What follows belongs to an exercise in optimizing a design on an open flow for small area and a short achievable clock period; a production flow would make more cautious choices. Only simulation tests tie the RTL to the original design; equivalence was not proved. No activity file was given, so power comes from the tool's default toggle rates.

--- flow/config.mk ---
export PLATFORM = sky130hd
export DESIGN_NAME = RV32I
export DESIGN_NICKNAME = RV32I
export VERILOG_FILES = /design/flow/design.v
export SDC_FILE = /design/flow/constraint.sdc
export NUM_CORES = 8
export LEC_CHECK = 0
export CAP_MARGIN = 20
export CORE_MARGIN = 2
export CORE_UTILIZATION = 70
export CTS_CLUSTER_DIAMETER = 100
export CTS_CLUSTER_SIZE = 25
export SLEW_MARGIN = 20
export SYNTH_HIERARCHICAL = 1
--- flow/constraint.sdc ---
create_clock -name core_clock -period 22.0 [get_ports {clk}]
set_input_delay 4.4000 -clock core_clock [delete_from_list [all_inputs] [get_ports {clk}]]
set_output_delay 4.4000 -clock core_clock [all_outputs]
set_load 0.01 [all_outputs]
--- flow/design.v ---
module g_inv(output y, input a);
    assign y = ~a;
endmodule
module g_nand2(output y, input a, b);
    assign y = ~(a & b);
endmodule
module g_nand3(output y, input a, b, c);
    assign y = ~(a & b & c);
endmodule
module g_nand4(output y, input a, b, c, d);
    assign y = ~(a & b & c & d);
endmodule
module g_nor2(output y, input a, b);
    assign y = ~(a | b);
endmodule
module g_nor3(output y, input a, b, c);
    assign y = ~(a | b | c);
endmodule
module g_xor2(output y, input a, b);
    assign y = a ^ b;
endmodule
module g_xnor2(output y, input a, b);
    assign y = ~(a ^ b);
endmodule
module g_mux2i(output y, input a0, a1, s);
    assign y = ~(s ? a1 : a0);
endmodule
module g_a21oi(output y, input a1, a2, b1);
    assign y = ~((a1 & a2) | b1);
endmodule
module g_a22oi(output y, input a1, a2, b1, b2);
    assign y = ~((a1 & a2) | (b1 & b2));
endmodule
module g_aoi222(output y, input a0, b0, a1, b1, a2, b2);
    assign y = ~((a0 & b0) | (a1 & b1) | (a2 & b2));
endmodule
module g_o21ai(output y, input a1, a2, b1);
    assign y = ~((a1 | a2) & b1);
endmodule
module g_and2(output y, input a, b);
    assign y = a & b;
endmodule
module rd64(output y, input [63:0] s, input [63:0] d);
    wire [21:0] t;       
    genvar k;
    generate
        for (k = 0; k < 21; k = k + 1) begin : l1
            g_aoi222 u(t[k], s[3*k], d[3*k], s[3*k+1], d[3*k+1], s[3*k+2], d[3*k+2]);
        end
    endgenerate
    g_nand2 u63(t[21], s[63], d[63]);
    wire [5:0] u;        
    g_nand4 n0(u[0], t[0], t[1], t[2], t[3]);
    g_nand4 n1(u[1], t[4], t[5], t[6], t[7]);
    g_nand4 n2(u[2], t[8], t[9], t[10], t[11]);
    g_nand4 n3(u[3], t[12], t[13], t[14], t[15]);
    g_nand3 n4(u[4], t[16], t[17], t[18]);
    g_nand3 n5(u[5], t[19], t[20], t[21]);
    wire [2:0] v;        
    g_nor2 o0(v[0], u[0], u[1]);
    g_nor2 o1(v[1], u[2], u[3]);
    g_nor2 o2(v[2], u[4], u[5]);
    g_nand3 f(y, v[0], v[1], v[2]);
endmodule
module rd31n(output yn, input [31:1] s, input [31:1] d);
    wire [10:0] t;       
    genvar k;
    generate
        for (k = 0; k < 10; k = k + 1) begin : l1
            g_aoi222 u(t[k], s[3*k+1], d[3*k+1], s[3*k+2], d[3*k+2], s[3*k+3], d[3*k+3]);
        end
    endgenerate
    g_nand2 u31(t[10], s[31], d[31]);
    wire [2:0] u;        
    g_nand4 n0(u[0], t[0], t[1], t[2], t[3]);
    g_nand4 n1(u[1], t[4], t[5], t[6], t[7]);
    g_nand3 n2(u[2], t[8], t[9], t[10]);
    g_nor3 f(yn, u[0], u[1], u[2]);
endmodule
module sumdec(output [7:0] SA, output [15:0] SB,
              input [7:0] an,           
              input [7:0] b,            
              input test,
              input [7:0] tan,          
              input [7:0] tbn);         
    wire [7:0] bn = ~b;
    wire [7:0] e, en, g, p;
    genvar i, j;
    generate
        for (i = 0; i < 8; i = i + 1) begin : pg
            g_xnor2 ue(e[i], an[i], b[i]);       
            g_xor2  un(en[i], an[i], b[i]);      
            g_nor2  ug(g[i], an[i], bn[i]);      
            g_nand2 up(p[i], an[i], bn[i]);      
        end
    endgenerate
    wire c2n;
    g_a21oi uc(c2n, p[1], g[0], g[1]);
    wire [1:0] m2;
    g_xor2 um20(m2[0], e[2], c2n);
    g_xor2 um21(m2[1], en[2], c2n);
    wire [19:0] mm;    
    generate
        for (i = 3; i < 8; i = i + 1) begin : mt
            g_xnor2 u0(mm[(i-3)*4+0], e[i],  p[i-1]);
            g_xnor2 u1(mm[(i-3)*4+1], e[i],  g[i-1]);
            g_xnor2 u2(mm[(i-3)*4+2], en[i], p[i-1]);
            g_xnor2 u3(mm[(i-3)*4+3], en[i], g[i-1]);
        end
        for (j = 0; j < 8; j = j + 1) begin : ga
            wire gn;
            g_nand3 u(gn, m2[j & 1], mm[0 + (j & 3)], mm[4 + ((j >> 1) & 3)]);
            g_mux2i t(SA[j], gn, tan[j], test);
        end
        for (j = 0; j < 16; j = j + 1) begin : gb
            wire gn;
            g_nand3 u(gn, mm[8 + (j & 3)], mm[12 + ((j >> 1) & 3)], mm[16 + ((j >> 2) & 3)]);
            g_mux2i t(SB[j], gn, tbn[j >> 1], test);
        end
    endgenerate
endmodule
module register_file(output [31:0] RD1n, RD2n,
                     input clk, rst, WE,
                     input [4:0] A1, A2, A3,
                     input [31:0] WD3);
    reg [31*32-1:0] r;    
    reg [31:1] v;
    wire [31:0] wsel = (32'd1 << A3) & {{31{WE}}, 1'b0};
    wire [31:1] s1, s2, s1h, s2h;
    rdec d1(s1, A1, v);
    rdec d2(s2, A2, v);
    rdec d1h(s1h, A1, v);
    rdec d2h(s2h, A2, v);
    genvar g, b;
    generate
        for (g = 1; g < 32; g = g + 1) begin : regs
            always @(posedge clk)
                if (wsel[g])
                    r[(g-1)*32 +: 32] <= WD3;
            always @(posedge clk or posedge rst)
                if (rst)
                    v[g] <= 1'b0;
                else if (wsel[g])
                    v[g] <= 1'b1;
        end
        for (b = 0; b < 32; b = b + 1) begin : bits
            wire [31:1] col;
            for (g = 1; g < 32; g = g + 1) begin : c
                assign col[g] = r[(g-1)*32 + b];
            end
            rd31n p1(RD1n[b], (b < 16) ? s1 : s1h, col);
            rd31n p2(RD2n[b], (b < 16) ? s2 : s2h, col);
        end
    endgenerate
endmodule
module rdec(output [31:1] s, input [4:0] A, input [31:1] v);
    wire [4:0] An;
    wire [3:0] pa;       
    wire [7:0] pb;       
    genvar i;
    generate
        for (i = 0; i < 5; i = i + 1) begin : iv
            g_inv u(An[i], A[i]);
        end
        for (i = 0; i < 4; i = i + 1) begin : da
            g_nor2 u(pa[i], (i & 1) ? An[0] : A[0], (i & 2) ? An[1] : A[1]);
        end
        for (i = 0; i < 8; i = i + 1) begin : db
            g_nor3 u(pb[i], (i & 1) ? An[2] : A[2], (i & 2) ? An[3] : A[3], (i & 4) ? An[4] : A[4]);
        end
        for (i = 1; i < 32; i = i + 1) begin : w
            wire sn;
            g_nand3 u(sn, pa[i & 3], pb[i >> 2], v[i]);
            g_inv   d(s[i], sn);
        end
    endgenerate
endmodule
module alu(input [31:0] RS1N, RS2N, PC, IMM,    
           input SELA, SELB,                    
           input SUB,
           input F_ADD, F_SLL, F_SR, F_ARITH, F_SLT, F_SLTU, F_XOR, F_OR, F_AND, F_COPY,
           output [31:0] Y,
           output [31:0] SUM,
           output zero, over_load);
    wire [31:0] A, bx, xr;
    wire [31:0] pcn = ~PC;
    wire [31:0] immxn = ~(IMM ^ {32{SUB}});
    genvar k;
    generate
        for (k = 0; k < 32; k = k + 1) begin : op
            g_mux2i ua(A[k], pcn[k], RS1N[k], SELA);
            g_xor2  ux(xr[k], RS2N[k], SUB);
            g_mux2i ub(bx[k], immxn[k], xr[k], SELB);
        end
    endgenerate
    wire [31:0] p, tn, gn;        
    wire c31, c32;
    ksadd u_add(.S(SUM), .P(p), .TN(tn), .GN(gn), .C31(c31), .C32(c32), .A(A), .B(bx), .CIN(SUB));
    wire ovf = c31 ^ c32;
    wire lt  = SUM[31] ^ ovf;
    wire ltu = ~c32;
    wire [4:0] sh = bx[4:0];
    wire [31:0] arev, srev;
    wire [31:0] sin = F_SLL ? arev : A;
    wire [31:0] sr = $signed({F_SR & F_ARITH & A[31], sin}) >>> sh;
    generate
        for (k = 0; k < 32; k = k + 1) begin : rev
            assign arev[k] = A[31-k];
            assign srev[k] = sr[31-k];
        end
    endgenerate
    assign Y = ({32{F_ADD}}  & SUM)
             | ({32{F_SLL}}  & srev)
             | ({32{F_SR}}   & sr)
             | ({32{F_XOR}}  & p)
             | ({32{F_OR}}   & ~tn)
             | ({32{F_AND}}  & ~gn)
             | ({32{F_COPY}} & bx)
             | {31'd0, (F_SLT & lt) | (F_SLTU & ltu)};
    wire z_as = ~|(p ^ {~tn[30:0], SUB});
    reg [31:0] keep;
    integer i;
    always @(*)
        for (i = 0; i < 32; i = i + 1)
            keep[i] = F_SLL ? (i + sh <= 31) : (i >= sh);
    wire z_sh = ~|(A & keep);
    assign zero = (F_ADD & z_as)
                | (F_XOR & ~|p)
                | (F_OR & &tn)
                | (F_AND & &gn)
                | (F_COPY & ~|bx)
                | ((F_SLL | F_SR) & z_sh)
                | (F_SLT & ~lt)
                | (F_SLTU & ~ltu);
    assign over_load = F_ADD & ovf;
endmodule
module ksadd(output [31:0] S, P, TN, GN, output C31, C32,
             input [31:0] A, B, input CIN);
    genvar i;
    wire cinn;
    g_inv uci(cinn, CIN);
    generate
        for (i = 0; i < 32; i = i + 1) begin : l0
            g_xor2  up(P[i], A[i], B[i]);
            g_nor2  ut(TN[i], A[i], B[i]);
            g_nand2 ug(GN[i], A[i], B[i]);
        end
    endgenerate
    wire [31:0] g1, t1;
    wire g0cn;      
    generate
        for (i = 0; i < 32; i = i + 1) begin : l1
            if (i == 0) begin : b
                g_o21ai ug(g1[0], TN[0], cinn, GN[0]);      
                g_inv   un(g0cn, g1[0]);
                assign t1[0] = 1'b0;
            end else if (i == 1) begin : b
                g_o21ai ug(g1[1], TN[1], g0cn, GN[1]);
                g_nor2  ut(t1[1], TN[1], TN[0]);
            end else begin : b
                g_o21ai ug(g1[i], TN[i], GN[i-1], GN[i]);
                g_nor2  ut(t1[i], TN[i], TN[i-1]);
            end
        end
    endgenerate
    wire [31:0] g2n, t2n;
    generate
        for (i = 0; i < 32; i = i + 1) begin : l2
            if (i < 2) begin : b
                g_inv ug(g2n[i], g1[i]);
                assign t2n[i] = 1'b1;
            end else begin : b
                g_a21oi ug(g2n[i], t1[i], g1[i-2], g1[i]);
                g_nand2 ut(t2n[i], t1[i], t1[i-2]);
            end
        end
    endgenerate
    wire [31:0] g3, t3;
    generate
        for (i = 0; i < 32; i = i + 1) begin : l3
            if (i < 4) begin : b
                g_inv ug(g3[i], g2n[i]);
                assign t3[i] = 1'b0;
            end else begin : b
                g_o21ai ug(g3[i], t2n[i], g2n[i-4], g2n[i]);
                g_nor2  ut(t3[i], t2n[i], t2n[i-4]);
            end
        end
    endgenerate
    wire [31:0] g4n, t4n;
    generate
        for (i = 0; i < 32; i = i + 1) begin : l4
            if (i < 8) begin : b
                g_inv ug(g4n[i], g3[i]);
                assign t4n[i] = 1'b1;
            end else begin : b
                g_a21oi ug(g4n[i], t3[i], g3[i-8], g3[i]);
                g_nand2 ut(t4n[i], t3[i], t3[i-8]);
            end
        end
    endgenerate
    wire [31:0] g5;
    generate
        for (i = 0; i < 32; i = i + 1) begin : l5
            if (i < 16) begin : b
                g_inv ug(g5[i], g4n[i]);
            end else begin : b
                g_o21ai ug(g5[i], t4n[i], g4n[i-16], g4n[i]);
            end
        end
    endgenerate
    wire [31:0] c = {g5[30:0], CIN};
    generate
        for (i = 0; i < 32; i = i + 1) begin : sm
            g_xor2 us(S[i], P[i], c[i]);
        end
    endgenerate
    assign C31 = g5[30];
    assign C32 = g5[31];
endmodule
module data_memory(output [31:0] RD,
                   input clk, rst, WE,
                   input [3:0] LE,
                   input [5:0] WA,
                   input [31:0] WD,
                   input [7:0] SA,
                   input [15:0] SB);
    reg [64*32-1:0] m;
    reg [63:0] v;
    wire [63:0] wsel = (64'd1 << WA) & {64{WE}};
    wire [31:0] wd = WD & {{8{LE[3]}}, {8{LE[2]}}, {8{LE[1]}}, {8{LE[0]}}};
    wire [63:0] rs, rs1;
    genvar g, l, b;
    generate
        for (g = 0; g < 64; g = g + 1) begin : words
            for (l = 0; l < 4; l = l + 1) begin : lanes
                always @(posedge clk)
                    if (wsel[g] & (LE[l] | ~v[g]))
                        m[g*32 + l*8 +: 8] <= wd[l*8 +: 8];
            end
            always @(posedge clk or posedge rst)
                if (rst)
                    v[g] <= 1'b0;
                else if (wsel[g])
                    v[g] <= 1'b1;
        end
        for (g = 0; g < 64; g = g + 1) begin : sel
            wire rsn0, rsn1;
            g_nand3 u0(rsn0, SA[g % 8], SB[g / 4], v[g]);
            g_inv   d0(rs[g], rsn0);
            g_nand3 u1(rsn1, SA[g % 8], SB[g / 4], v[g]);
            g_inv   d1(rs1[g], rsn1);
        end
        for (b = 0; b < 32; b = b + 1) begin : bits
            wire [63:0] col;
            for (g = 0; g < 64; g = g + 1) begin : c
                assign col[g] = m[g*32 + b];
            end
            rd64 p(RD[b], (b < 16) ? rs : rs1, col);
        end
    endgenerate
endmodule
module wbmux(output [31:0] Y, YI,       
             input [31:0] W, ALU, OTH,
             input L0, L1, L2, L3, H1, H3, LW,
             input Q7, Q15B, Q15, Q23, Q31B, Q31,
             input SA, SO);
    wire x0, x1, x2, x3, ext8n, ext16n, ext16m;
    g_a22oi s0(x0, Q7, W[7], Q15B, W[15]);
    g_a22oi s1(x1, Q23, W[23], Q31B, W[31]);
    g_and2  s2(ext8n, x0, x1);
    g_a22oi s3(x2, Q7, W[7], Q15, W[15]);
    g_a22oi s4(x3, Q23, W[23], Q31, W[31]);
    g_and2  s5(ext16n, x2, x3);           
    g_and2  s6(ext16m, x2, x3);           
    wire [31:0] ta, to;
    genvar j;
    generate
        for (j = 0; j < 32; j = j + 1) begin : bt
            g_nand2 ua(ta[j], SA, ALU[j]);         
            g_nand2 uo(to[j], SO, OTH[j]);
        end
        for (j = 0; j < 8; j = j + 1) begin : b0
            wire t0, t1;
            g_a22oi  u0(t0, L0, W[j], L1, W[j+8]);
            g_a22oi  u1(t1, L2, W[j+16], L3, W[j+24]);
            g_nand4  u2(Y[j], t0, t1, to[j], ta[j]);
            g_nand4  u3(YI[j], t0, t1, to[j], ta[j]);
        end
        for (j = 8; j < 16; j = j + 1) begin : b1
            wire t0;
            g_a22oi  u0(t0, H1, W[j], H3, W[j+16]);
            g_nand4  u2(Y[j], t0, ext8n, to[j], ta[j]);
            g_nand4  u3(YI[j], t0, ext8n, to[j], ta[j]);
        end
        for (j = 16; j < 32; j = j + 1) begin : b2
            wire t0;
            g_nand2  u0(t0, LW, W[j]);
            g_nand4  u2(Y[j], t0, (j < 24) ? ext16n : ext16m, to[j], ta[j]);
            g_nand4  u3(YI[j], t0, (j < 24) ? ext16n : ext16m, to[j], ta[j]);
        end
    endgenerate
endmodule
module RV32I(output [31:0] Result, output [31:0] Result2, input clk, rst, input test, input [7:0] test_addr,
             output zero, overload,
             input [31:0] instr, output [31:0] pc);
    wire [6:0] op = instr[6:0];
    wire [2:0] f3 = instr[14:12];
    wire f30 = instr[30];
    wire f25 = instr[25];
    wire [4:0] rd  = instr[11:7];
    wire [4:0] ra1 = instr[19:15];
    wire [4:0] ra2 = instr[24:20];
    wire isL   = ~rst & (op == 7'h03);
    wire isI   = ~rst & (op == 7'h13);
    wire isAUI = ~rst & (op == 7'h17);
    wire isS   = ~rst & (op == 7'h23);
    wire isR   = ~rst & (op == 7'h33);
    wire isLUI = ~rst & (op == 7'h37);
    wire isB   = ~rst & (op == 7'h63);
    wire isJR  = ~rst & (op == 7'h67);
    wire isJ   = ~rst & (op == 7'h6f);
    wire wb_alu = isR | isI | isAUI | isLUI;           
    wire wb_pc4 = ~(wb_alu | isL);                     
    wire reg_wr = wb_alu | isL | isJ | isJR;
    reg  [31:0] PC;
    reg  [31:0] hold2;
    assign pc = PC;
    wire [31:0] pc4 = PC + 32'd4;
    wire [31:0] rs1n, rs2n;
    wire [31:0] rs1 = ~rs1n;
    wire [31:0] rs2 = ~rs2n;
    wire selA_rs1 = isR | isI | isS | isL | isLUI | isJR;
    wire selB_rs2 = ~(isI | isS | isL | isB | isAUI | isLUI | isJ | isJR);
    wire [31:0] immI = {{20{instr[31]}}, instr[31:20]};
    wire [31:0] immS = {{20{instr[31]}}, instr[31:25], instr[11:7]};
    wire [31:0] immB = {{20{instr[31]}}, instr[7], instr[30:25], instr[11:8], 1'b0};
    wire [31:0] immU = {instr[31:12], 12'd0};
    wire [31:0] immJ = {{12{instr[31]}}, instr[19:12], instr[20], instr[30:21], 1'b0};
    wire [31:0] imm = ({32{isI | isL | isJR}} & immI)
                    | ({32{isS}} & immS)
                    | ({32{isB}} & immB)
                    | ({32{isAUI | isLUI}} & immU)
                    | ({32{isJ}} & immJ);
    wire f3_000 = (f3 == 3'b000);
    wire f3_101 = (f3 == 3'b101);
    wire use_f3 = isI | (isR & ~f25 & (~f30 | f3_000 | f3_101));
    wire do_sub = isR & ~f25 & f30 & f3_000;
    wire F_SLL  = use_f3 & (f3 == 3'b001);
    wire F_SLT  = use_f3 & (f3 == 3'b010);
    wire F_SLTU = use_f3 & (f3 == 3'b011);
    wire F_XOR  = use_f3 & (f3 == 3'b100);
    wire F_SR   = use_f3 & f3_101;
    wire F_OR   = use_f3 & (f3 == 3'b110);
    wire F_AND  = use_f3 & (f3 == 3'b111);
    wire F_COPY = isLUI;
    wire F_ADD  = ~(F_SLL | F_SLT | F_SLTU | F_XOR | F_SR | F_OR | F_AND | F_COPY);
    wire SUB    = do_sub | F_SLT | F_SLTU;
    wire [31:0] alu_y, sum;
    alu u_alu(.RS1N(rs1n), .RS2N(rs2n), .PC(PC), .IMM(imm), .SELA(selA_rs1), .SELB(selB_rs2), .SUB(SUB),
              .F_ADD(F_ADD), .F_SLL(F_SLL), .F_SR(F_SR), .F_ARITH(f30), .F_SLT(F_SLT), .F_SLTU(F_SLTU),
              .F_XOR(F_XOR), .F_OR(F_OR), .F_AND(F_AND), .F_COPY(F_COPY),
              .Y(alu_y), .SUM(sum), .zero(zero), .over_load(overload));
    wire beq  = (rs1 == rs2);
    wire bltu = (rs1 < rs2);
    wire blt  = ($signed(rs1) < $signed(rs2));
    reg  cond;
    always @(*)
        case (f3)
            3'b000: cond = beq;
            3'b001: cond = ~beq;
            3'b010: cond = 1'b0;
            3'b011: cond = 1'b1;
            3'b100: cond = blt;
            3'b101: cond = ~blt;
            3'b110: cond = bltu;
            default: cond = ~bltu;
        endcase
    wire taken = isJ | isJR | (isB & cond);
    wire [7:0] lb = instr[27:20];
    wire [7:0] tan = ~(8'd1 << test_addr[4:2]);
    wire [7:0] tbn = ~(8'd1 << test_addr[7:5]);
    wire [7:0]  sa_;
    wire [15:0] sb_;
    sumdec u_sd(.SA(sa_), .SB(sb_), .an(rs1n[7:0]), .b(lb), .test(test), .tan(tan), .tbn(tbn));
    wire [31:0] word;
    wire [7:0]  sa = rs1[7:0] + immS[7:0];
    wire st = isS & ~test;
    wire [3:0] le = (f3 == 3'b000) ? (4'b0001 << sa[1:0]) :
                    (f3 == 3'b001) ? (sa[1] ? 4'b1100 : 4'b0011) : 4'b1111;
    wire st_we = st & (f3 == 3'b000 | f3 == 3'b001 | f3 == 3'b010);
    wire [31:0] wdata = (f3[1:0] == 2'b00) ? {4{rs2[7:0]}} :
                        (f3[1:0] == 2'b01) ? {2{rs2[15:0]}} : rs2;
    data_memory u_dmem(.RD(word), .clk(clk), .rst(rst), .WE(st_we), .LE(le), .WA(sa[7:2]), .WD(wdata), .SA(sa_), .SB(sb_));
    wire a0 = rs1[0] ^ lb[0];
    wire a1 = rs1[1] ^ lb[1] ^ (rs1[0] & lb[0]);
    wire isw = test | (f3 == 3'b010);
    wire ish = ~test & (f3[1:0] == 2'b01);
    wire isb = ~test & (f3[1:0] == 2'b00);
    wire sgn = ~f3[2];
    wire sel0 = isw | (ish & ~a1) | (isb & ~a1 & ~a0);
    wire sel1 = isb & ~a1 & a0;
    wire sel2 = (ish & a1) | (isb & a1 & ~a0);
    wire sel3 = isb & a1 & a0;
    wire hi1  = isw | (ish & ~a1);
    wire hi3  = ish & a1;
    wire q7   = isb & sgn & ~a1 & ~a0;
    wire q15b = isb & sgn & ~a1 & a0;
    wire q23  = isb & sgn & a1 & ~a0;
    wire q31b = isb & sgn & a1 & a0;
    wire q15  = q15b | (ish & sgn & ~a1);
    wire q31  = q31b | (ish & sgn & a1);
    wire r2_ld  = test | isL;
    wire r2_alu = ~test & wb_alu;
    wire r2_hld = ~test & ~isL & ~wb_alu;
    wire [31:0] wb;      
    wbmux u_wb1(.Y(Result), .YI(wb), .W(word), .ALU(alu_y), .OTH(pc4),
                .L0(isL & sel0), .L1(isL & sel1), .L2(isL & sel2), .L3(isL & sel3),
                .H1(isL & hi1), .H3(isL & hi3), .LW(isL & isw),
                .Q7(isL & q7), .Q15B(isL & q15b), .Q15(isL & q15), .Q23(isL & q23),
                .Q31B(isL & q31b), .Q31(isL & q31),
                .SA(wb_alu), .SO(wb_pc4));
    wire [31:0] r2_unused;
    wbmux u_wb2(.Y(Result2), .YI(r2_unused), .W(word), .ALU(alu_y), .OTH(hold2),
                .L0(r2_ld & sel0), .L1(r2_ld & sel1), .L2(r2_ld & sel2), .L3(r2_ld & sel3),
                .H1(r2_ld & hi1), .H3(r2_ld & hi3), .LW(r2_ld & isw),
                .Q7(r2_ld & q7), .Q15B(r2_ld & q15b), .Q15(r2_ld & q15), .Q23(r2_ld & q23),
                .Q31B(r2_ld & q31b), .Q31(r2_ld & q31),
                .SA(r2_alu), .SO(r2_hld));
    register_file u_rf(.RD1n(rs1n), .RD2n(rs2n), .clk(clk), .rst(rst), .WE(reg_wr & ~test),
                       .A1(ra1), .A2(ra2), .A3(rd), .WD3(wb));
    always @(posedge clk or posedge rst) begin
        if (rst) begin
            PC <= 32'd0;
            hold2 <= 32'd0;
        end else if (~test) begin
            PC <= taken ? sum : pc4;
            if (wb_alu | isL)
                hold2 <= wb;
        end
    end
endmodule
--- flow/flow/run.sh ---
#!/bin/bash
# Own layout flow: the standard layout (standard.sh, standard synthesis) with
#  - timing repair aiming at 10 ns of setup slack instead of 0, on the worst path only (the clock period and
#    the constraints are unchanged; this only makes repair_timing work harder),
#  - buf_4 port buffers and cell resizing across footprints,
#  - a clock tree without dummy loads.
# Each tool's full output stays in orfs/logs (per step); make's own output goes to make.log.
set -euo pipefail
bash standard.sh \
  SETUP_SLACK_MARGIN=10 TNS_END_PERCENT=0 \
  MATCH_CELL_FOOTPRINT=0 \
  "BUFFER_PORTS_ARGS=-buffer_cell sky130_fd_sc_hd__buf_4" \
  "CTS_ARGS=-sink_clustering_enable -repair_clock_nets -dont_use_dummy_load -sink_clustering_size 25 -sink_clustering_max_diameter 100" \
  finish > make.log 2>&1
--- flow/standard.sh ---
#!/bin/bash
# synth_recipe.tcl (not shown) runs the flow's synth.tcl, then flattens the netlist and writes it again
# the make line also repeats each setting of config.mk as NAME=value (left out here)
make -C /OpenROAD-flow-scripts/flow DESIGN_CONFIG=/design/flow/config.mk WORK_HOME=/design/flow/orfs CLKGATE_MAP_FILE= SYNTH_SCRIPT=/design/flow/synth_recipe.tcl "${@:-finish}"
==> results of run 1 <==
==> area by class of cell <==
type | count | area (sq um) | area share (%)
repair buffers | 935 | 8710 | 5.63
clock buffers | 148 | 3700 | 2.39
inverters | 458 | 2300 | 1.49
diodes | 25 | 62.6 | 0.0404
well taps | 2526 | 3160 | 2.04
flip-flops and latches | 3199 | 95300 | 61.6
repair inverters | 4 | 25.0 | 0.0162
multi-input cells | 5105 | 41500 | 26.8
==> power groups by stage <==
| stage | clock, mW | sequential, mW | combinational (mW) |
|---|---|---|---|
| finish | 2.99 | 6.80 | 1.07 |
| detailed placement | 0 | 6.93 | 0.918 |
| global route | 3.13 | 6.80 | 1.07 |
| floorplan | 0 | 6.92 | 0.448 |
| global placement | 0 | 6.93 | 0.898 |
| CTS | 2.92 | 6.79 | 0.945 |
==> layer usage <==
layer  routed length (um)  share of wire [%]  global-route usage, %
met5                  113              0.023                 0.0244
met4                51600                 10                   36.2
met3                82700                 17                   15.5
met2               215000                 43                   70.4
met1               149000                 30                   59.6
==> state kept, by name, summed over array words and instances, names as in the netlist <==
name      count
u_dmem.m   2048
hold2        32
PC           32
u_rf.v       31
u_rf.r      992
u_dmem.v     64
==> layout by cell type (no fill, tap or decap), types with 201 or more instances in the layout <==
| cell | count |
|---|---|
| a222oi_1 | 1343 |
| buf_4 | 767 |
| edfxtp_1 | 3040 |
| inv_1 | 298 |
| nand2_1 | 478 |
| nand3_1 | 398 |
| nand4_1 | 388 |
| nor2_1 | 201 |
| nor2b_1 | 299 |
| nor3_2 | 238 |
==> per-stage QoR <==
step	worst slack [ns]	hold WS (ns)
after floorplan	7.27	0.481
after global placement	5.71	0.490
after detailed placement	5.60	0.496
after CTS	7.58	0.508
after global routing	7.03	0.518
final	6.69	0.507
==> path summary, 6_finish.rpt <==
path / from / end
worst max-delay path: instr[17] / Result[13]
worst min-delay path: hold2[29] / hold2[29]
worst max register to register: u_rf.v[20] / u_rf.r[598]
worst min register to register: hold2[29] / hold2[29]
max in group asynchronous: rst / u_dmem.v[61]
min in group asynchronous: rst / u_rf.v[12]
==> repair_timing <==
action                                  in CTS  in global routing
buffers inserted                           281                200
cloned                                       6                  3
endpoints found under the setup margin      66                 66
pin swaps                                  100                151
hold buffers                                 0                  0
gates resized for setup                    436                211
==> results_dict.tcl, run 1 <==
set metrics [dict create \
    crit_cells 24 \
    grt_usage_pct 47.9 \
    coreArea_sq_um 193000 \
    numPortBuffers 138 \
    required_ns 17.60 \
    r2r_slack_ns 14.85 \
    dpl-instance-area_sq_um 142000 \
    post-route-min-period_ns 15.31 \
    fp.dieH_um 445 \
    nets 9942 \
    clk_path_buf_depth 3 \
    min_path_cells 1 \
    fp.dieArea_sq_um 198000 \
    drv_slew 0 \
    endpoint_kind "output pin" \
    fin_tns_setup_ns 0 \
    hold_violations 0 \
    fmax_ghz 0.0653 \
    grt_pass1_vias 95200 \
    dp.cells 11700 \
    crit_chain "buf_16 > clkinvlp_4 > nor3_4 > nand3_1 > clkinvlp_4 > buf_12 > a222oi_1 > nand4_1 > nor3_2 > buf_6 > xor2_4 > xnor2_2 > nand3_2 > mux2i_4 > nand3_1 > clkinvlp_4 > buf_4 > a222oi_1 > nand4_1 > nor2_2 > nand3_2 > a22oi_2 > nand4_1 > buf_4" \
    switching_share_pct 24.1 \
    routed_wl_mm 499 \
    path_class "in -> out" \
    gp_congestion 1.03 \
    antenna_found_initial 27 \
    io_pins 141 \
    cts.clk_slew.worst_paths_ns 0.05 \
    routedWlPerCell_um 40.3 \
    netlist_area_sq_um 136000 \
    maxCapViolCount 0 \
    start_kind "primary input" \
    finalNonFillerCells 12400 \
    critPathTopFamily "simple AND/OR/NAND/NOR gates" \
    rsz0062_at_grt "yes" \
    fillers 9959 \
    vias 104000 \
    grt_overflow_total 0 \
    cts_inserted_buffers 148 \
    final_area_sq_um 155000 \
    ctsHtreeMaxLevel 4 \
    hpwl_mm 311 \
    final_layout_size_suffix_gt1_share_pct 21.6 \
    grt_pass1_wl_mm 675 \
    power.density_nw_per_um2 70.1 \
    slew-limit-headroom_pct 16.3 \
    pwr-share-clk_pct 27.5 \
    drcViolationCount 0 \
    syn-instance-count 8993 \
    critPathArrivalTime_ns 10.91 \
    fp.dieW_um 445 \
    status "complete, no violations" \
    setup_violations 0 \
    switching_power_mw 2.61 \
    area_growth_syn_to_layout_pct 13.5 \
    cts_tree "built" \
    via_per_inst 8.36 \
    avgSynthCellArea_sq_um 15.2 \
    post-route-period-util_pct 69.6 \
    peakVddDrop_uv 82.3 \
    skew_ns 0.137 \
    p_int_mw 8.24 \
    hp-class "reg -> reg" \
    p_leak_nw 53.1 \
    reg2regPathDepth 24 \
    slowest_delay_ns 0.56 \
    fin_util_pct 80.2 \
    yosysWarnings 10 \
    first_pass_iters 17 \
    comb_power_share_pct 9.8 \
    cts_root_buf "clkbuf_16" \
    cpMaxStageDelayCell "nand4_1" \
    cp_max_fo 9 \
    drtAntennaViolNets 0 \
    worst_slew_pin_slew_ns 1.25 \
    seq_power_share_pct 62.6 \
    first_iter_violations 27800 \
    crit_buf_inv 8 \
    worst_skew_pair.late_latency_ns 0.88 \
    start_util_pct 70.6 \
    p_total_mw 10.9 \
    grt_max_degree 82 \
    rows 161 \
    cts_sinks 3199 \
    syn_nets 9084 \
]
==> run 2, diff against run 1 <==
--- a/flow/design.v
+++ b/flow/design.v
@@ -127,9 +127,7 @@
     reg [31:1] v;
     wire [31:0] wsel = (32'd1 << A3) & {{31{WE}}, 1'b0};
-    wire [31:1] s1, s2, s1h, s2h;
+    wire [31:1] s1, s2;
     rdec d1(s1, A1, v);
     rdec d2(s2, A2, v);
-    rdec d1h(s1h, A1, v);
-    rdec d2h(s2h, A2, v);
     genvar g, b;
     generate
@@ -149,6 +147,6 @@
                 assign col[g] = r[(g-1)*32 + b];
             end
-            rd31n p1(RD1n[b], (b < 16) ? s1 : s1h, col);
-            rd31n p2(RD2n[b], (b < 16) ? s2 : s2h, col);
+            rd31n p1(RD1n[b], s1, col);
+            rd31n p2(RD2n[b], s2, col);
         end
     endgenerate
@@ -198,5 +196,5 @@
     ksadd u_add(.S(SUM), .P(p), .TN(tn), .GN(gn), .C31(c31), .C32(c32), .A(A), .B(bx), .CIN(SUB));
     wire ovf = c31 ^ c32;
-    wire lt  = SUM[31] ^ ovf;
+    wire lt  = p[31] ^ c32;
     wire ltu = ~c32;
     wire [4:0] sh = bx[4:0];
@@ -330,5 +328,5 @@
     wire [63:0] wsel = (64'd1 << WA) & {64{WE}};
     wire [31:0] wd = WD & {{8{LE[3]}}, {8{LE[2]}}, {8{LE[1]}}, {8{LE[0]}}};
-    wire [63:0] rs, rs1;
+    wire [63:0] rs;
     genvar g, l, b;
     generate
@@ -346,9 +344,7 @@
         end
         for (g = 0; g < 64; g = g + 1) begin : sel
-            wire rsn0, rsn1;
+            wire rsn0;
             g_nand3 u0(rsn0, SA[g % 8], SB[g / 4], v[g]);
             g_inv   d0(rs[g], rsn0);
-            g_nand3 u1(rsn1, SA[g % 8], SB[g / 4], v[g]);
-            g_inv   d1(rs1[g], rsn1);
         end
         for (b = 0; b < 32; b = b + 1) begin : bits
@@ -357,5 +353,5 @@
                 assign col[g] = m[g*32 + b];
             end
-            rd64 p(RD[b], (b < 16) ? rs : rs1, col);
+            rd64 p(RD[b], rs, col);
         end
     endgenerate
==> flow/flow/run.sh (replaced) <==
#!/bin/bash
# Own layout flow: the standard layout (standard.sh, standard synthesis) with
#  - timing repair aiming at 10 ns of setup slack instead of 0, on the worst path only
#    (the clock period and the constraints are unchanged; this only makes
#    repair_timing work harder),
#  - buf_4 port buffers and cell resizing across footprints,
#  - a clock tree without dummy loads.
# Each tool's full output stays in orfs/logs (per step); make's own output goes to make.log.
set -euo pipefail
bash standard.sh \
  SETUP_SLACK_MARGIN=10 TNS_END_PERCENT=0 \
  MATCH_CELL_FOOTPRINT=0 \
  "BUFFER_PORTS_ARGS=-buffer_cell sky130_fd_sc_hd__buf_4" \
  "CTS_ARGS=-sink_clustering_enable -repair_clock_nets -dont_use_dummy_load -sink_clustering_size 20 -sink_clustering_max_diameter 80" \
  finish > make.log 2>&1
--- a/flow/config.mk
+++ b/flow/config.mk
@@ -8,7 +8,7 @@
 export CAP_MARGIN = 20
 export CORE_MARGIN = 2
-export CORE_UTILIZATION = 70
-export CTS_CLUSTER_DIAMETER = 100
-export CTS_CLUSTER_SIZE = 25
+export CORE_UTILIZATION = 40
+export CTS_CLUSTER_DIAMETER = 80
+export CTS_CLUSTER_SIZE = 20
 export SLEW_MARGIN = 20
 export SYNTH_HIERARCHICAL = 1
==> results_dict.tcl, run 2 <==
set metrics [dict create \
    p_leak_nw 51.9 \
    drv_slew 0 \
    dp.cells 13600 \
    cts.clk_slew.worst_paths_ns 0.05 \
    worst_skew_pair.late_latency_ns 0.94 \
    fmax_ghz 0.0668 \
    critPathArrivalTime_ns 10.58 \
    skew_ns 0.113 \
    critPathTopFamily "buffers and inverters" \
    drtAntennaViolNets 0 \
    syn-instance-count 8697 \
    rsz0062_at_grt "yes" \
    first_pass_iters 11 \
    worst_slack_ns 7.02 \
    clk_path_buf_depth 4 \
    regMostFlops "u_dmem.m" \
    crit_chain "buf_4 > inv_1 > nor3_2 > nand3_1 > inv_1 > buf_6 > a222oi_1 > nand4_1 > nor3_4 > buf_4 > xor2_1 > mux2i_4 > buf_12 > buf_8 > inv_2 > mux2i_1 > a221oi_2 > mux4_2 > nand2_1 > a221o_1 > nand2_1 > nand4_1 > buf_4" \
    gp_congestion 0.981 \
    hold_violations 0 \
    min_path_cells 1 \
    whs_ns 0.507 \
    cts_root_buf "clkbuf_16" \
    endpoint_kind "output pin" \
    dpl-instance-area_sq_um 145000 \
    post-route-min-period_ns 14.98 \
    fp.dieW_um 584 \
    maxCapViolCount 0 \
    finalNonFillerCells 13900 \
    min_to "hold2[10]" \
    final_cell_mix "3040 x edfxtp_1, 1314 x a222oi_1, 624 x buf_4" \
    antenna_found_initial 32 \
    nets 9495 \
    io_pins 141 \
    ctsHtreeMaxLevel 4 \
    numPortBuffers 138 \
    syn_nets 8788 \
    hp-class "reg -> reg" \
    post-route-period-util_pct 68.1 \
    via_per_inst 6.87 \
    use_met1_pct 38.3 \
    cpMaxStageDelayCell "a221oi_2" \
    routed_wl_mm 508 \
    start_util_pct 40.1 \
    required_ns 17.60 \
    status "complete, no violations" \
    final_layout_size_suffix_gt1_share_pct 18.3 \
    slew-limit-headroom_pct 20.9 \
    netlist_area_sq_um 135000 \
    cts_inserted_buffers 190 \
    rr_endpoint "u_dmem.m[1326]" \
    fp.dieArea_sq_um 342000 \
    coreArea_sq_um 336000 \
    layout_commonest_cell "edfxtp_1" \
    yosysWarnings 10 \
    met2_usage_pct 44.0 \
    hold_start "hold2[10]" \
    vias 95800 \
    cp_max_fo 63 \
    drcViolationCount 0 \
    path_class "in -> out" \
    grt_pass1_wl_mm 695 \
    largest_reg_flops 2048 \
    worst_slew_pin_slew_ns 1.18 \
    grt_usage_pct 28.7 \
    cts_sinks 3199 \
    dpl_worst_slack_ns 4.19 \
    hpwl_mm 327 \
    r2r-start "u_rf.v[7]" \
    avgSynthCellArea_sq_um 15.5 \
    power.density_nw_per_um2 73.2 \
    crit_buf_inv 9 \
    use_met3_pct 5.90 \
    start_kind "primary input" \
    setup_violations 0 \
    cts_tree "built" \
    fin_tns_setup_ns 0 \
    grt_overflow_total 0 \
    routedWlPerCell_um 36.5 \
    first_iter_violations 19800 \
    r2r_slack_ns 15.23 \
    slowest_delay_ns 0.60 \
    reg.largest.list "u_dmem.m (2048), u_rf.r (992), u_dmem.v (64)" \
    busiest_layer "met2" \
    area_growth_syn_to_layout_pct 13.6 \
    peakVddDrop_uv 64.5 \
    reg2regPathDepth 20 \
    rows 213 \
    fp.dieH_um 584 \
    grt_max_degree 73 \
    grt_pass1_vias 89900 \
    cpMostUsedCell "buf_4" \
    final_area_sq_um 153000 \
]
==> run 2: cell count changes in the layout (fill, tap and decap cells not counted), moves of 28 or more <==
cell,delta
nand3_1,-76
clkinvlp_4,-133
xor2_1,+31
a21oi_1,-29
buf_6,+28
clkbuf_16,+43
buf_12,-70
a222oi_1,-29
buf_4,-143
nand3_2,-43
inv_1,-51
==> run 2: worst max path at each step <==
stage	start	to	slack (ns)	depth (start not counted)
2_1_floorplan	rst	zero	7.36	17
3_3_place_gp	instr[16]	Result[31]	4.26	23
3_5_place_dp	instr[16]	Result[31]	4.19	23
4_1_cts	instr[17]	Result[13]	7.36	26
5_1_grt	instr[17]	Result[13]	7.07	26
6_report	instr[23]	Result2[10]	7.02	23
==> run 2: timing repair <==
| item | 4_1_cts | 5_1_grt |
|---|---|---|
| hold buffers | 0 | 0 |
| pin swaps | 116 | 48 |
| cloned | 4 | 3 |
| setup endpoints to repair | 998 | 66 |
| resized for setup | 424 | 48 |
| buffers inserted | 107 | 26 |
| hold endpoints to repair | 0 | 0 |
==> run 2: final cells by class <==
type	count	area, sq um
multi-input combinational	4989	39900
clock buffer	190	4750
timing repair inverter	1	5.00
inverter	280	1170
antenna	19	47.5
tap	4515	5650
sequential	3199	95300
fill	29300	183000
timing repair buffer	743	6320
==> run 2: metrics by stage <==
step                      total power [mW]  utilization (%)
final                                 11.2             45.6
after detailed placement              7.86             43.0
after global routing                  11.5             45.5
after CTS                             11.2             45.3
after floorplan                       7.37                -
after global placement                7.84             42.9
==> run 2: worst register-to-register path: stages, from the launching register on <==
cell	delay [ns]
dfrtp_1	0.42
nand3_2	0.11
clkinvlp_4	0.19
buf_12	0.20
a222oi_1	0.34
nand4_1	0.41
nor3_2	0.27
buf_6	0.15
buf_4	0.19
inv_1	0.13
ha_1	0.29
a21o_1	0.18
a21oi_1	0.22
o21bai_1	0.10
a21oi_1	0.26
o21bai_1	0.10
a21oi_1	0.20
xnor2_1	0.39
nand3_2	0.81
buf_4	0.56
nor3_2	0.88
==> run 2: routing by layer <==
layer | wire length [um] | vias to the layer above
met5 | 12 | -
li1 | - | 38700
met3 | 61300 | 1115
met1 | 187000 | 49000
met4 | 32200 | 2
met2 | 227000 | 6948
==> run 2: power by group <==
group | leakage [nW] | internal (mW) | switching, mW | total, mW
registers | 32.3 | 6.76 | 0.0307 | 6.79
clock network | 2.34 | 1.53 | 1.90 | 3.43
logic | 17.2 | 0.262 | 0.727 | 0.989
==> run 3, diff against run 2 <==
--- a/flow/config.mk
+++ b/flow/config.mk
@@ -11,4 +11,5 @@
 export CTS_CLUSTER_DIAMETER = 80
 export CTS_CLUSTER_SIZE = 20
+export PLACE_DENSITY = 0.7
 export SLEW_MARGIN = 20
 export SYNTH_HIERARCHICAL = 1
==> results_dict.tcl, run 3 <==
set metrics [dict create \
    status "complete, no violations" \
    syn-instance-count 8697 \
    maxCapViolCount 0 \
    area_growth_syn_to_layout_pct 14.6 \
    largest_reg_flops 2048 \
    seq_area_sq_um 95300 \
    cts.clk_slew.worst_paths_ns 0.06 \
    grt_pass1_vias 91400 \
    first_pass_iters 14 \
    endpoint_kind "output pin" \
    rsz0062_at_grt "yes" \
    dpl-instance-area_sq_um 144000 \
    fp.dieH_um 584 \
    worst_skew_pair.late_latency_ns 0.93 \
    drcViolationCount 0 \
    cp_max_fo 12 \
    clk_path_buf_depth 4 \
    first_iter_violations 22200 \
    yosysWarnings 10 \
    grt_max_degree 73 \
    fillers 28700 \
    whs_ns 0.512 \
    io_pins 141 \
    numPortBuffers 138 \
    reg2regPathDepth 22 \
    via_per_inst 6.96 \
    regMostFlops "u_dmem.m" \
    start_kind "primary input" \
    avgSynthCellArea_sq_um 15.5 \
    rr_endpoint "u_dmem.m[629]" \
    drtAntennaViolNets 0 \
    final_cell_mix "3040 x edfxtp_1, 1314 x a222oi_1, 653 x buf_4" \
    dp.cells 13500 \
    hp-class "reg -> reg" \
    multi_input_area_sq_um 40300 \
    start_util_pct 40.1 \
    layout_commonest_cell "edfxtp_1" \
    path_class "in -> out" \
    final_layout_size_suffix_gt1_share_pct 19.8 \
    final_area_sq_um 154000 \
    power.density_nw_per_um2 72.6 \
    worst_slew_pin_slew_ns 1.27 \
    hold_buffers 0 \
    grt_usage_pct 28.0 \
    r2r_slack_ns 14.64 \
    fmax_ghz 0.0662 \
    hpwl_mm 323 \
    skew_ns 0.102 \
    rows 213 \
    critPathLaunch "instr[17]" \
    finalNonFillerCells 14000 \
    drv_slew 0 \
    cts_sinks 3199 \
    critPathArrivalTime_ns 10.71 \
    coreArea_sq_um 336000 \
    netlist_area_sq_um 135000 \
    routedWlPerCell_um 35.7 \
    fp.dieArea_sq_um 342000 \
    routed_wl_mm 499 \
    r2r-start "u_rf.v[19]" \
    grt_overflow_total 0 \
    cts_inserted_buffers 191 \
    fp.dieW_um 584 \
    cts_tree "built" \
    cts_root_buf "clkbuf_16" \
    nets 9543 \
    vias 97400 \
    ctsHtreeMaxLevel 4 \
    syn_nets 8788 \
    gp_congestion 1.01 \
    endpoint "Result[24]" \
    post-route-min-period_ns 15.11 \
    reg.largest.list "u_dmem.m (2048), u_rf.r (992), u_dmem.v (64)" \
    antenna_found_initial 44 \
    post-route-period-util_pct 68.7 \
    peakVddDrop_uv 70.8 \
    hold_violations 0 \
    p_leak_nw 52.0 \
    grt_pass1_wl_mm 685 \
    setup_violations 0 \
    slew-limit-headroom_pct 15.4 \
    required_ns 17.60 \
    fin_tns_setup_ns 0 \
]
## run 3: cell types whose count changed in the layout (fill, tap and decap cells not counted), moves of 10 or more
cell and change:
buf_4 +29, inv_1 -24, nor3_1 -23, clkinvlp_4 +22
buf_12 +17, nor2_1 -17, diode_2 +14, nor2_2 +12
nor3_2 +12, nand3_2 +11, nor3_4 +11, o21ai_1 -11
buf_6 -10
## run 3: stage by stage
step           power [mW]  util [%]  worst slack (ns)
2_1_floorplan        7.37         -              7.36
5_1_grt              11.4      45.9              7.00
4_1_cts              11.1      45.4              7.33
3_5_place_dp         7.86      42.9              4.43
3_3_place_gp         7.83      42.8              4.55
6_report             11.2      45.9              6.89
## run 3: power breakdown
group          total, mW  leakage, nW  switching (mW)  internal (mW)
sequential          6.79         32.3          0.0329           6.76
clock               3.39         2.35            1.85           1.54
combinational       1.03         17.3           0.759          0.268
total               11.2         52.0            2.64           8.56
## run 3: final cells by class
class / instances / share of cell area, %
timing repair buffer: 790 / 4.55
inverter: 280 / 0.820
multi-input combinational: 4990 / 26.1
tap: 4515 / 3.66
clock buffer: 191 / 3.10
antenna: 33 / 0.0535
sequential: 3199 / 61.7
## run 3: worst min path at each step
stage,startpoint,endpoint,slack [ns],cells past startpoint
floorplan,u_rf.v[10],u_rf.v[10],0.47,1
global placement,u_rf.v[3],u_rf.v[3],0.48,1
detailed placement,u_rf.v[19],u_rf.v[19],0.49,1
CTS,u_rf.v[12],u_rf.v[12],0.51,1
global route,hold2[23],hold2[23],0.52,1
finish,hold2[31],hold2[31],0.51,1
## run 3: worst max-delay path, cell delays in order
cell	delay [ns]
buf_8	0.15
nor3_2	0.10
nand3_2	0.09
clkinvlp_4	0.22
buf_4	0.21
buf_4	0.12
buf_4	0.19
a222oi_1	0.36
nand4_1	0.38
nor3_2	0.67
mux2i_1	0.21
buf_4	0.27
nor2_2	0.41
o21ai_1	0.25
a21oi_2	0.20
o21ai_1	0.14
a21oi_2	0.19
o21ai_4	0.11
xor2_1	0.19
a21oi_1	0.16
o211ai_1	0.31
a31oi_1	0.33
o221ai_2	0.19
nand2_1	0.12
nand4_1	0.39
buf_6	0.30
## run 3: layer usage
layer / vias to the layer above / wire length (um) / part of all wire [%] / GRT usage [%]
met5: - / 133 / 0.027 / 0
met4: 20 / 37500 / 7.5 / 17.6
met3: 1415 / 74700 / 15 / 8.11
met2: 8399 / 217000 / 44 / 41.9
met1: 48800 / 170000 / 34 / 35.9
li1: 38800 / - / - / -
## run 3: repair_timing
action                                  in CTS  in global routing
hold endpoints to repair                     0                  0
resized for setup                          479                105
cloned                                      10                  4
setup buffers                              165                 50
endpoints found under the setup margin     834                 66
pin swaps                                  124                 75
==> run 4, diff against run 3 <==
--- a/flow/config.mk
+++ b/flow/config.mk
@@ -8,8 +8,7 @@
 export CAP_MARGIN = 20
 export CORE_MARGIN = 2
-export CORE_UTILIZATION = 40
+export CORE_UTILIZATION = 50
 export CTS_CLUSTER_DIAMETER = 80
 export CTS_CLUSTER_SIZE = 20
-export PLACE_DENSITY = 0.7
 export SLEW_MARGIN = 20
 export SYNTH_HIERARCHICAL = 1
==> results_dict.tcl, run 4 <==
set metrics [dict create \
    slowest_delay_ns 0.55 \
    final_cell_mix "3040 x edfxtp_1, 1314 x a222oi_1, 664 x buf_4" \
    power.density_nw_per_um2 73.4 \
    maxCapViolCount 0 \
    grt_overflow_total 0 \
    syn_nets 8788 \
    critPathArrivalTime_ns 10.58 \
    syn-instance-count 8697 \
    fmax_ghz 0.0668 \
    routed_wl_mm 519 \
    endpoint_kind "output pin" \
    cts_sinks 3199 \
    clk_path_buf_depth 4 \
    drcViolationCount 0 \
    cp_max_fo 14 \
    nets 9574 \
    crit_cells 25 \
    grt_max_degree 66 \
    coreArea_sq_um 268000 \
    first_iter_violations 21500 \
    endpoint "Result2[16]" \
    start_util_pct 50.3 \
    first_pass_iters 14 \
    fp.dieW_um 523 \
    drv_slew 0 \
    reg.largest.list "u_dmem.m (2048), u_rf.r (992), u_dmem.v (64)" \
    antenna_found_initial 44 \
    post-route-period-util_pct 68.1 \
    grt_pass1_wl_mm 708 \
    largest_reg_flops 2048 \
    whs_ns 0.508 \
    worst_slew_pin_slew_ns 1.11 \
    required_ns 17.60 \
    hp-class "reg -> reg" \
    cts.clk_slew.worst_paths_ns 0.04 \
    avgSynthCellArea_sq_um 15.5 \
    critPathLaunch "instr[19]" \
    cts_tree "built" \
    setup_violations 0 \
    vias 96900 \
    hpwl_mm 330 \
    grt_usage_pct 37.0 \
    rows 190 \
    gp_congestion 0.980 \
    r2r_slack_ns 15.11 \
    io_pins 141 \
    fin_tns_setup_ns 0 \
    netlist_area_sq_um 135000 \
    cts_root_buf "clkbuf_16" \
    numPortBuffers 138 \
    hold_violations 0 \
    path_class "in -> out" \
    via_per_inst 7.43 \
    crit_buf_inv 8 \
    skew_ns 0.134 \
    start_kind "primary input" \
    rr_endpoint "hold2[9]" \
    critPathTopFamily "simple AND/OR/NAND/NOR gates" \
    ctsHtreeMaxLevel 4 \
    fp.dieArea_sq_um 274000 \
    post-route-min-period_ns 14.98 \
    slew-limit-headroom_pct 25.3 \
    grt_pass1_vias 90400 \
    final_layout_size_suffix_gt1_share_pct 19.8 \
    dpl-instance-area_sq_um 144000 \
    drtAntennaViolNets 0 \
    layout_commonest_cell "edfxtp_1" \
    r2r-start "u_rf.v[16]" \
    p_leak_nw 52.5 \
    status "complete, no violations" \
    cts_inserted_buffers 195 \
    peakVddDrop_uv 72.9 \
    reg2regPathDepth 26 \
    yosysWarnings 10 \
    routedWlPerCell_um 39.8 \
    area_growth_syn_to_layout_pct 14.0 \
    rsz0062_at_grt "yes" \
    regMostFlops "u_dmem.m" \
    fp.dieH_um 523 \
    cpMaxStageDelayCell "nand4_1" \
    final_area_sq_um 154000 \
    worst_skew_pair.late_latency_ns 0.92 \
]
-- run 4: what timing repair did --
action / in CTS / in global routing
setup buffers: 169 / 9
pin swaps: 134 / 40
endpoints found under the setup margin: 822 / 66
resized for setup: 591 / 40
gates cloned: 21 / 0
hold buffers: 0 / 0
-- run 4: layout make-up --
class                           instances  area (sq um)
Fill cell                           20900        114000
Sequential cell                      3199         95300
Multi-Input combinational cell       4990         40300
Timing Repair Buffer                  816          7540
Clock buffer                          195          4880
Tap cell                             3552          4440
Inverter                              280          1220
Antenna cell                           17          42.5
Timing Repair inverter                  1          5.00
-- run 4: worst min-delay path by stage --
| stage | start | endpoint | depth (start not counted) |
|---|---|---|---|
| global route | hold2[27] | hold2[27] | 1 |
| CTS | u_rf.v[7] | u_rf.v[7] | 1 |
| detailed placement | u_rf.v[7] | u_rf.v[7] | 1 |
| global placement | u_rf.v[21] | u_rf.v[21] | 1 |
| finish | hold2[27] | hold2[27] | 1 |
| floorplan | u_rf.v[10] | u_rf.v[10] | 1 |
-- run 4: per-layer routing --
layer	GRT usage, %	wire, um
met1	50.5	190000
met3	7.51	63900
met2	56.1	231000
met5	0	203
met4	19.7	33800
-- run 4: metrics by stage --
stage | instances | setup WS (ns) | utilization (%) | total power, mW
finish | 13100 | 7.02 | 57.4 | 11.3
global route | 13000 | 7.13 | 57.4 | 11.5
CTS | 13000 | 7.44 | 57.2 | 11.3
detailed placement | 12600 | 4.67 | 53.6 | 7.87
global placement | 12600 | 4.52 | 53.5 | 7.85
floorplan | 8697 | 7.36 | - | 7.37
-- run 4: report_power, final --
group          switching (mW)  total (mW)  internal [mW]
Combinational           0.753        1.02          0.269
Sequential             0.0451        6.80           6.76
Clock                    1.89        3.46           1.57
Total                    2.69        11.3           8.59
==> run 5, diff against run 4 <==
--- a/flow/flow/run.sh
+++ b/flow/flow/run.sh
@@ -5,9 +5,11 @@
 #    repair_timing work harder),
 #  - buf_4 port buffers and cell resizing across footprints,
+#  - synthesis mapping for a smaller assumed load (smaller cells; timing repair sizes up
+#    the critical ones),
 #  - a clock tree without dummy loads.
 # Each tool's full output stays in orfs/logs (per step); make's own output goes to make.log.
 set -euo pipefail
 bash standard.sh \
-  SETUP_SLACK_MARGIN=10 TNS_END_PERCENT=0 \
+  SETUP_SLACK_MARGIN=10 TNS_END_PERCENT=0 ABC_LOAD_IN_FF=1 \
   MATCH_CELL_FOOTPRINT=0 \
   "BUFFER_PORTS_ARGS=-buffer_cell sky130_fd_sc_hd__buf_4" \
--- a/flow/config.mk
+++ b/flow/config.mk
@@ -8,5 +8,5 @@
 export CAP_MARGIN = 20
 export CORE_MARGIN = 2
-export CORE_UTILIZATION = 50
+export CORE_UTILIZATION = 40
 export CTS_CLUSTER_DIAMETER = 80
 export CTS_CLUSTER_SIZE = 20
==> results_dict.tcl, run 5 <==
set metrics [dict create \
    avgSynthCellArea_sq_um 15.4 \
    via_per_inst 6.95 \
    routed_wl_mm 517 \
    p_leak_nw 52.2 \
    coreArea_sq_um 333000 \
    endpoint_kind "output pin" \
    largest_reg_flops 2048 \
    syn-instance-count 8697 \
    first_iter_violations 21000 \
    gp_congestion 1.01 \
    final_area_sq_um 153000 \
    skew_ns 0.170 \
    syn_nets 8788 \
    cpMostUsedCell "buf_6" \
    grt_max_degree 74 \
    final_cell_mix "3040 x edfxtp_1, 1314 x a222oi_1, 677 x buf_4" \
    slowest_delay_ns 0.45 \
    hp-class "reg -> reg" \
    worst_slew_pin_slew_ns 1.23 \
    cts_sinks 3199 \
    dpl-instance-area_sq_um 144000 \
    clk_path_buf_depth 4 \
    antenna_found_initial 31 \
    hold_buffers 0 \
    nets 9572 \
    required_ns 17.60 \
    crit_buf_inv 10 \
    hpwl_mm 328 \
    regMostFlops "u_dmem.m" \
    fin_tns_setup_ns 0 \
    power.density_nw_per_um2 73.4 \
    post-route-period-util_pct 68.5 \
    grt_pass1_vias 91000 \
    fp.dieW_um 582 \
    post-route-min-period_ns 15.06 \
    cp_max_fo 32 \
    cts_root_buf "clkbuf_16" \
    grt_pass1_wl_mm 705 \
    start_util_pct 40.2 \
    maxCapViolCount 0 \
    worst_skew_pair.late_latency_ns 0.95 \
    cpMaxStageDelayCell "nand4_1" \
    hold_violations 0 \
    critPathArrivalTime_ns 10.66 \
    cts_tree "built" \
    cts.clk_slew.worst_paths_ns 0.06 \
    setup_violations 0 \
    routedWlPerCell_um 37.2 \
    p_total_mw 11.2 \
    fp.dieArea_sq_um 339000 \
    area_growth_syn_to_layout_pct 14.5 \
    drtAntennaViolNets 0 \
    reg.largest.list "u_dmem.m (2048), u_rf.r (992), u_dmem.v (64)" \
    status "complete, no violations" \
    rsz0062_at_grt "yes" \
    vias 96600 \
    grt_usage_pct 29.3 \
    netlist_area_sq_um 134000 \
    yosysWarnings 10 \
    slew-limit-headroom_pct 17.6 \
    drv_slew 0 \
    peakVddDrop_uv 67.7 \
    rows 212 \
    fmax_ghz 0.0664 \
    start_kind "primary input" \
    path_class "in -> out" \
    ctsHtreeMaxLevel 4 \
    first_pass_iters 11 \
    io_pins 141 \
    final_layout_size_suffix_gt1_share_pct 17.6 \
    grt_overflow_total 0 \
    layout_commonest_cell "edfxtp_1" \
    cts_inserted_buffers 193 \
    numPortBuffers 138 \
    fp.dieH_um 582 \
    critPathTopFamily "simple AND/OR/NAND/NOR gates" \
    drcViolationCount 0 \
]
==> run 5: cell types whose count changed in the layout (fill, tap and decap cells not counted), sizes merged <==
| cell | delta |
|---|---|
| clkinv | -1 |
| clkinvlp | -4 |
| diode | +7 |
| inv | +4 |
| and2b | +1 |
| and2 | +2 |
| clkbuf | -7 |
| nor2b | -1 |
| buf | +4 |
==> run 5: area by class of cell <==
type,count,area (sq um)
Fill cell,28800,180000
Timing Repair Buffer,815,7050
Inverter,280,1190
Multi-Input combinational cell,4992,39300
Tap cell,4387,5490
Sequential cell,3199,95300
Clock buffer,193,4830
Antenna cell,24,60.1
==> run 5: path summary, 6_finish.rpt <==
kind                            startpoint         end  slack [ns]  cells past startpoint
worst min register to register  u_rf.v[12]  u_rf.v[12]        0.51                      1
worst max register to register  u_rf.v[21]   hold2[30]       15.00                     27
min in group asynchronous              rst  u_rf.v[21]        3.57                      2
worst max-delay path             instr[18]  Result[27]        6.94                     28
max in group asynchronous              rst      PC[15]       17.17                      3
worst min-delay path            u_rf.v[12]  u_rf.v[12]        0.51                      1
==> run 5: layer usage <==
metal	vias up	wire length [um]	GRT usage, %
li1	38900	-	-
met1	49100	187000	38.6
met2	7419	230000	44.8
met3	1212	67000	6.97
met4	2	32300	15.9
met5	-	14	0
==> run 5: power by group <==
part	internal (mW)	switching [mW]	total, mW
logic	0.267	0.736	1.00
registers	6.76	0.0350	6.79
clock network	1.55	1.90	3.45
total	8.57	2.67	11.2
==> run 5: repair_timing <==
item,in CTS,in global routing
cloned,6,0
resized for setup,566,32
pin swaps,154,34
setup buffers,140,16
endpoints found under the setup margin,807,66
==> run 5: metrics by stage <==
step	util [%]	cells	hold WS, ns	setup WS, ns
4_1_cts	45.8	13800	0.503	7.45
3_3_place_gp	43.1	13500	0.483	4.62
5_1_grt	46.0	13900	0.513	7.06
6_report	46.0	13900	0.505	6.94
3_5_place_dp	43.2	13500	0.486	4.52
2_1_floorplan	-	8697	0.467	7.37
==> run 6, diff against run 5 <==
==> flow/flow/run.sh (replaced) <==
#!/bin/bash
# Own layout flow: the standard layout (standard.sh, standard synthesis) with
#  - timing repair aiming at 10 ns of setup slack instead of 0, on the worst path only
#    (the clock period and the constraints are unchanged; this only makes
#    repair_timing work harder),
#  - buf_4 port buffers and cell resizing across footprints,
#  - all ports placed on the left edge of the die (flow/io.tcl), so that the input to
#    output logic sits near its pins,
#  - a clock tree without dummy loads.
# Each tool's full output stays in orfs/logs (per step); make's own output goes to make.log.
set -euo pipefail
bash standard.sh \
  SETUP_SLACK_MARGIN=10 TNS_END_PERCENT=0 \
  MATCH_CELL_FOOTPRINT=0 \
  "BUFFER_PORTS_ARGS=-buffer_cell sky130_fd_sc_hd__buf_4" \
  "IO_CONSTRAINTS=$(pwd)/flow/io.tcl" \
  "CTS_ARGS=-sink_clustering_enable -repair_clock_nets -dont_use_dummy_load -sink_clustering_size 20 -sink_clustering_max_diameter 80" \
  finish > make.log 2>&1
==> flow/flow/io.tcl (new file) <==
# all ports on the left edge of the die
set_io_pin_constraint -region left:* -pin_names [concat [all_inputs] [all_outputs]]
==> results_dict.tcl, run 6 <==
set metrics [dict create \
    status "complete, no violations" \
    grt_pass1_wl_mm 712 \
    syn_nets 8788 \
    cts_root_buf "clkbuf_16" \
    start_kind "primary input" \
    hpwl_mm 337 \
    reg2regPathDepth 28 \
    endpoint_kind "output pin" \
    cts_tree "built" \
    rows 213 \
    clk_path_buf_depth 4 \
    netlist_area_sq_um 135000 \
    worst_skew_pair.late_latency_ns 0.95 \
    numPortBuffers 138 \
    cts_inserted_buffers 193 \
    dp.cells 13600 \
    fin_util_pct 46.3 \
    cts.clk_slew.worst_paths_ns 0.08 \
    gp_congestion 0.977 \
    drtAntennaViolNets 0 \
    critPathTopFamily "simple AND/OR/NAND/NOR gates" \
    drcViolationCount 0 \
    hold_start "u_rf.v[9]" \
    regMostFlops "u_dmem.m" \
    slowest_delay_ns 0.69 \
    routed_wl_mm 529 \
    io_pins 141 \
    via_per_inst 6.90 \
    avgSynthCellArea_sq_um 15.5 \
    rsz0062_at_grt "yes" \
    first_iter_violations 20700 \
    ctsHtreeMaxLevel 4 \
    fmax_ghz 0.0664 \
    yosysWarnings 10 \
    largest_reg_flops 2048 \
    post-route-period-util_pct 68.5 \
    syn-instance-count 8697 \
    required_ns 17.60 \
    cpMaxStageDelayCell "a222oi_1" \
    peakVddDrop_uv 75.3 \
    antenna_found_initial 27 \
    coreArea_sq_um 336000 \
    worst_slew_pin_slew_ns 1.16 \
    fp.dieH_um 584 \
    cp_max_fo 32 \
    p_total_mw 11.3 \
    slew-limit-headroom_pct 22.1 \
    fillers 29100 \
    hold_violations 0 \
    grt_overflow_total 0 \
    final_cell_mix "3040 x edfxtp_1, 1314 x a222oi_1, 654 x buf_4" \
    grt_usage_pct 29.6 \
    final_layout_size_suffix_gt1_share_pct 20.1 \
    seq_area_sq_um 95300 \
    layout_commonest_cell "edfxtp_1" \
    path_class "in -> out" \
    cts_sinks 3199 \
    crit_buf_inv 9 \
    fin_tns_setup_ns 0 \
    maxCapViolCount 0 \
    fp.dieW_um 584 \
    power.density_nw_per_um2 72.6 \
    whs_ns 0.505 \
    finalNonFillerCells 14000 \
    hp-class "reg -> reg" \
    min_to "u_rf.v[9]" \
    skew_ns 0.153 \
    drv_slew 0 \
    vias 96800 \
    critPathArrivalTime_ns 10.66 \
    grt_pass1_vias 90000 \
    post-route-min-period_ns 15.06 \
    start_util_pct 40.1 \
    r2r-start "u_rf.v[23]" \
    min_path_cells 1 \
    routedWlPerCell_um 37.7 \
    reg.largest.list "u_dmem.m (2048), u_rf.r (992), u_dmem.v (64)" \
    setup_violations 0 \
    multi_input_area_sq_um 40500 \
    nets 9593 \
    fp.dieArea_sq_um 342000 \
    area_growth_syn_to_layout_pct 15.4 \
    first_pass_iters 14 \
    r2r_slack_ns 15.02 \
    p_leak_nw 52.8 \
    grt_max_degree 73 \
    rr_endpoint "hold2[20]" \
]
run 6: layout make-up:
type	instances	share of cell area, %
repair inverters	1	0.00322
repair buffers	836	5.16
flip-flops and latches	3199	61.3
inverters	280	0.778
clock buffers	193	3.11
diodes	22	0.0354
multi-input cells	4991	26.0
well taps	4515	3.63
run 6: repair_timing:
action	CTS	global route
gates cloned	14	10
setup endpoints to repair	834	66
pin swaps	164	121
buffers inserted	155	43
hold buffers	0	0
gates resized for setup	684	85
run 6: worst register-to-register path, delay by kind of cell (launching register included):
kind            cells  cell delay, ns
buf+inv            10            1.67
xor+xnor            1            0.09
compound gates      4            1.75
mux                 2            0.43
flops               1            0.40
simple gates       11            2.53
run 6: per-stage QoR:
stage                     cell area (sq um)  worst slack, ns
after floorplan                      135000             7.36
final                                156000             6.94
after CTS                            154000             7.49
after global placement               144000             4.81
after detailed placement             145000             4.74
after global routing                 155000             7.14
run 6: layer usage:
metal | track usage, % | wire, um
met5 | 0.518 | 102
met4 | 12.8 | 28000
met3 | 8.02 | 71800
met2 | 44.7 | 231000
met1 | 40.2 | 198000
run 6: worst max path at each step:
stage,cells after the start,start,endpoint
2_1_floorplan,17,rst,zero
3_3_place_gp,27,instr[16],Result[29]
3_5_place_dp,26,instr[16],Result[29]
4_1_cts,27,instr[18],Result2[2]
5_1_grt,27,instr[19],Result2[2]
6_report,26,instr[19],Result[0]
run 6: power by group:
group	leakage [nW]	total [mW]	internal (mW)	switching (mW)
registers	32.3	6.79	6.76	0.0361
logic	18.1	1.05	0.275	0.779
clock network	2.38	3.45	1.55	1.90
total	52.8	11.3	8.58	2.71

==> port drivers added, routing unchanged <==
The results above use ideal ports. As a check the final layouts listed here were re-extracted and re-timed, cells and wires unchanged.
Step 1 (the two cells are an assumption about what drives the block):
set clk [get_ports {clk}]
set_driving_cell -lib_cell sky130_fd_sc_hd__clkbuf_16 $clk
set_driving_cell -lib_cell sky130_fd_sc_hd__buf_2 [delete_from_list [all_inputs] $clk]
Step 2 times the ports against the registers' clock, not the clock port: input delays grow and output delays shrink by t, the midpoint of the rising clock arrivals with the driver on.
Three values: no drivers, after step 1, after step 2; two values: the first two.
| run | shift t [ns] | setup slack, ns | worst data-port slew with drivers (ns) |
|---|---|---|---|
| run 1 | 0.912 | 6.693 / 6.537 / 6.537 | 0.26 |
| run 2 | 0.999 | 7.024 / 6.893 / 6.893 | 0.37 |
| run 3 | 0.976 | 6.894 / 6.734 / 6.734 | 0.40 |
| run 4 | 0.960 | 7.020 / 6.902 / 6.902 | 0.22 |
| run 5 | 0.977 | 6.937 / 6.868 / 6.868 | 0.29 |
| run 6 | 0.974 | 6.940 / 6.821 / 6.821 | 0.32 |
After both steps setup and hold are still met in every run listed. For run 3, which loses most, drivers alone change the setup slack by -0.160 ns; drivers and shift together by -0.160 ns.
